This is an optimization exercise on Yosys and OpenROAD, whose aim is small area, not a production implementation.
Function was checked by simulation only, so behaviour that the tests miss may differ from the original.

==> flow/design.v <==
module g_a2111oi_0(input A1, input A2, input B1, input C1, input D1, output Y);
    assign Y = (~A1&~B1&~C1&~D1) | (~A2&~B1&~C1&~D1);
endmodule
module g_a21o_1(input A1, input A2, input B1, output X);
    assign X = (A1&A2) | (B1);
endmodule
module g_a21oi_1(input A1, input A2, input B1, output Y);
    assign Y = (~A1&~B1) | (~A2&~B1);
endmodule
module g_nand2_1(input A, input B, output Y);
    assign Y = (~A) | (~B);
endmodule
module g_nor2_1(input A, input B, output Y);
    assign Y = (~A&~B);
endmodule
module g_o21ai_0(input A1, input A2, input B1, output Y);
    assign Y = (~A1&~A2) | (~B1);
endmodule
module g_xor2_1(input A, input B, output X);
    assign X = (A&~B) | (~A&B);
endmodule
module life_rule(input a0, input a1, input a2, input pL, input mL, input s0, input load, input d0, output nq0);
    wire x1, lz, l2n, h3n, t12, t14, alive_nl;
    g_xor2_1 g0(.A(a1), .B(mL), .X(x1));
    g_nor2_1 g1(.A(a0), .B(pL), .Y(lz));
    g_nand2_1 g2(.A(a0), .B(pL), .Y(l2n));
    g_o21ai_0 g3(.A1(a1), .A2(mL), .B1(a2), .Y(h3n));
    g_o21ai_0 g4(.A1(s0), .A2(l2n), .B1(h3n), .Y(t12));
    g_a21oi_1 g5(.A1(lz), .A2(s0), .B1(x1), .Y(t14));
    g_a2111oi_0 g6(.A1(x1), .A2(lz), .B1(t12), .C1(t14), .D1(load), .Y(alive_nl));
    g_a21o_1 g7(.A1(load), .A2(d0), .B1(alive_nl), .X(nq0));
endmodule
module fa3(input a, input b, input c, output s, output co);
    assign s = a ^ b ^ c;
    assign co = (a & b) | (a & c) | (b & c);
endmodule
module ha2(input a, input b, output s, output co);
    assign s = a ^ b;
    assign co = a & b;
endmodule
module pairsum(input x0, input x1, input y0, input y1, output a0, output a1, output a2);
    wire c;
    ha2 h(.a(x0), .b(y0), .s(a0), .co(c));
    fa3 f(.a(x1), .b(y1), .c(c), .s(a1), .co(a2));
endmodule
module top_module(
    input clk,
    input load,
    input [255:0] data,
    output reg [255:0] q );
    wire [255:0] vp, vm, nxt;
    wire [127:0] a0, a1, a2;
    genvar i, j;
    generate
        for (i = 0; i < 16; i = i + 1) begin : row
            for (j = 0; j < 16; j = j + 1) begin : col
                fa3 vs(.a(q[((i+15)%16)*16 + j]), .b(q[i*16 + j]), .c(q[((i+1)%16)*16 + j]),
                       .s(vp[i*16+j]), .co(vm[i*16+j]));
            end
            for (j = 0; j < 16; j = j + 2) begin : pr
                pairsum ps(.x0(vp[i*16+j]), .x1(vm[i*16+j]), .y0(vp[i*16+j+1]), .y1(vm[i*16+j+1]),
                           .a0(a0[i*8+j/2]), .a1(a1[i*8+j/2]), .a2(a2[i*8+j/2]));
                life_rule re(.a0(a0[i*8+j/2]), .a1(a1[i*8+j/2]), .a2(a2[i*8+j/2]),
                             .pL(vp[i*16+(j+15)%16]), .mL(vm[i*16+(j+15)%16]),
                             .s0(q[i*16+j]), .load(load), .d0(data[i*16+j]), .nq0(nxt[i*16+j]));
                life_rule ro(.a0(a0[i*8+j/2]), .a1(a1[i*8+j/2]), .a2(a2[i*8+j/2]),
                             .pL(vp[i*16+(j+2)%16]), .mL(vm[i*16+(j+2)%16]),
                             .s0(q[i*16+j+1]), .load(load), .d0(data[i*16+j+1]), .nq0(nxt[i*16+j+1]));
            end
        end
    endgenerate
    always @(posedge clk)
        q <= nxt;
endmodule
clock: 5.0 ns
lec_check: 0
cap_margin: 0
core_margin: 2
core_utilization: 55
slew_margin: 0
synth_hierarchical: 1
standard.sh (not shown) runs the stock make flow with config.mk's settings and CLKGATE_MAP_FILE= SYNTH_SCRIPT=/design/flow/synth_recipe.tcl, a recipe that flattens the netlist after the stock synthesis.
==> flow/flow/run.sh <==
#!/bin/bash
# The standard layout (standard.sh) with two changes:
#  - after synthesis every logic cell is given the smallest drive strength of
#    its family (flow/downsize.tcl); the resizer upsizes later where needed;
#  - the port buffers that global placement inserts use buf_1.
# Each tool's output goes to the ORFS logs; make's output to standard.log.
set -e
export POST_SYNTH_TCL=$PWD/flow/downsize.tcl
export BUFFER_PORTS_ARGS="-buffer_cell sky130_fd_sc_hd__buf_1"
export CTS_ARGS="-sink_clustering_enable -repair_clock_nets -sink_clustering_size 28 -sink_clustering_max_diameter 120 -buf_list {sky130_fd_sc_hd__clkbuf_16} -root_buf sky130_fd_sc_hd__clkbuf_16 -tree_buf sky130_fd_sc_hd__clkbuf_16 -sink_clustering_buffer sky130_fd_sc_hd__clkbuf_16"
bash standard.sh > standard.log 2>&1
==> flow/flow/downsize.tcl <==
# After synthesis: give every logic cell the smallest drive strength of its
# family (same function, e.g. a21oi_2 -> a21oi_1).  Flip-flops are left alone.
# Later resizer steps still upsize wherever timing, slew or capacitance needs it.
set db [ord::get_db]
set block [[$db getChip] getBlock]
set swapped 0
foreach inst [$block getInsts] {
  set m [$inst getMaster]
  set name [$m getName]
  if {![regexp {^(sky130_fd_sc_hd__[a-z0-9]+)_([0-9]+)$} $name -> base size]} { continue }
  if {[regexp {__(df|sdf|edf|dl|conb|tap|fill|decap|clk)} $base]} { continue }
  set best $m
  set barea [expr {[$m getWidth] * [$m getHeight]}]
  foreach s {0 1 2} {
    set c [$db findMaster "${base}_$s"]
    if {$c eq "NULL" || $c eq ""} { continue }
    set a [expr {[$c getWidth] * [$c getHeight]}]
    if {$a < $barea} { set best $c; set barea $a }
  }
  if {$best ne $m} {
    $inst swapMaster $best
    incr swapped
  }
}
puts "downsize: swapped $swapped instances to smaller drive strengths"
The starting point completed without violations.
Then changed:
--- a/flow/flow/run.sh
+++ b/flow/flow/run.sh
@@ -8,4 +8,4 @@
 export POST_SYNTH_TCL=$PWD/flow/downsize.tcl
 export BUFFER_PORTS_ARGS="-buffer_cell sky130_fd_sc_hd__buf_1"
-export CTS_ARGS="-sink_clustering_enable -repair_clock_nets -sink_clustering_size 28 -sink_clustering_max_diameter 120 -buf_list {sky130_fd_sc_hd__clkbuf_16} -root_buf sky130_fd_sc_hd__clkbuf_16 -tree_buf sky130_fd_sc_hd__clkbuf_16 -sink_clustering_buffer sky130_fd_sc_hd__clkbuf_16"
+export CTS_ARGS="-sink_clustering_enable -repair_clock_nets -sink_clustering_size 24 -sink_clustering_max_diameter 110 -buf_list {sky130_fd_sc_hd__clkbuf_16} -root_buf sky130_fd_sc_hd__clkbuf_16 -tree_buf sky130_fd_sc_hd__clkbuf_16 -sink_clustering_buffer sky130_fd_sc_hd__clkbuf_16"
 bash standard.sh > standard.log 2>&1
What happened: Global-route usage came out higher by 0.11 points. Design area barely changes. Utilization went up by 0.15 points. Hold slack loses 4.2 ps. Die area is unchanged. Clock-buffer cell count rose by 2. Via count is about the same. Synthesized cell count is unchanged.
Then changed:
--- a/flow/flow/run.sh
+++ b/flow/flow/run.sh
@@ -8,4 +8,4 @@
 export POST_SYNTH_TCL=$PWD/flow/downsize.tcl
 export BUFFER_PORTS_ARGS="-buffer_cell sky130_fd_sc_hd__buf_1"
-export CTS_ARGS="-sink_clustering_enable -repair_clock_nets -sink_clustering_size 24 -sink_clustering_max_diameter 110 -buf_list {sky130_fd_sc_hd__clkbuf_16} -root_buf sky130_fd_sc_hd__clkbuf_16 -tree_buf sky130_fd_sc_hd__clkbuf_16 -sink_clustering_buffer sky130_fd_sc_hd__clkbuf_16"
+export CTS_ARGS="-sink_clustering_enable -repair_clock_nets -dont_use_dummy_load -sink_clustering_size 24 -sink_clustering_max_diameter 110 -buf_list {sky130_fd_sc_hd__clkbuf_16} -root_buf sky130_fd_sc_hd__clkbuf_16 -tree_buf sky130_fd_sc_hd__clkbuf_16 -sink_clustering_buffer sky130_fd_sc_hd__clkbuf_16"
 bash standard.sh > standard.log 2>&1
=> Synthesized area stays the same; global-route usage shrinks by 0.12 points; worst setup slack degrades by 85 ps; sequential share of layout area stays flat; cell count stays flat; utilization shrinks by 0.30 points; worst hold slack stays flat; routed wire length stays flat.
Then changed:
--- a/flow/flow/run.sh
+++ b/flow/flow/run.sh
@@ -1,7 +1,9 @@
 #!/bin/bash
-# The standard layout (standard.sh) with two changes:
+# The standard layout (standard.sh) with three changes:
 #  - after synthesis every logic cell is given the smallest drive strength of
 #    its family (flow/downsize.tcl); the resizer upsizes later where needed;
-#  - the port buffers that global placement inserts use buf_1.
+#  - the port buffers that global placement inserts use buf_1;
+#  - clock tree: clkbuf_16 throughout, sink clusters of up to 24 flip-flops
+#    within 110 um, and no dummy load cells on the clock leaves.
 # Each tool's output goes to the ORFS logs; make's output to standard.log.
 set -e
Effect: Maximum frequency is unchanged; via count stays the same; sequential cell count stays the same.

[what the ideal ports hide]
In the flow no input, the clock included, has a driving cell. The finished layouts below were timed again as built, in two steps. Step 1 (the two cells are an assumption about what drives the block):
set clk [get_ports {clk}]
set_driving_cell -lib_cell sky130_fd_sc_hd__clkbuf_16 $clk
set_driving_cell -lib_cell sky130_fd_sc_hd__buf_2 [delete_from_list [all_inputs] $clk]
Step 2, shift: input delay + t, output delay - t, t = (earliest + latest rising clock arrival at the registers) / 2. This alone moves slack from input paths to output paths. a / b / c = ideal ports / drivers / drivers and shift; a / b = the first two.
| run | t (ns) | setup WS [ns] | worst setup path at the end | latest minus earliest clock arrival (ns) | cell pins on the clock port's net |
|---|---|---|---|---|---|
| the first run | 0.591 | 1.642 / 1.642 / 1.642 | register to register | 0.024 / 0.024 | 1 |
| the second run | 0.607 | 1.761 / 1.761 / 1.761 | register to register | 0.015 / 0.015 | 1 |
| the third run | 0.594 | 1.675 / 1.675 / 1.675 | register to register | 0.044 / 0.044 | 1 |
| the fourth run | 0.594 | 1.675 / 1.675 / 1.675 | register to register | 0.044 / 0.044 | 1 |
After both steps every run listed still meets setup and hold.
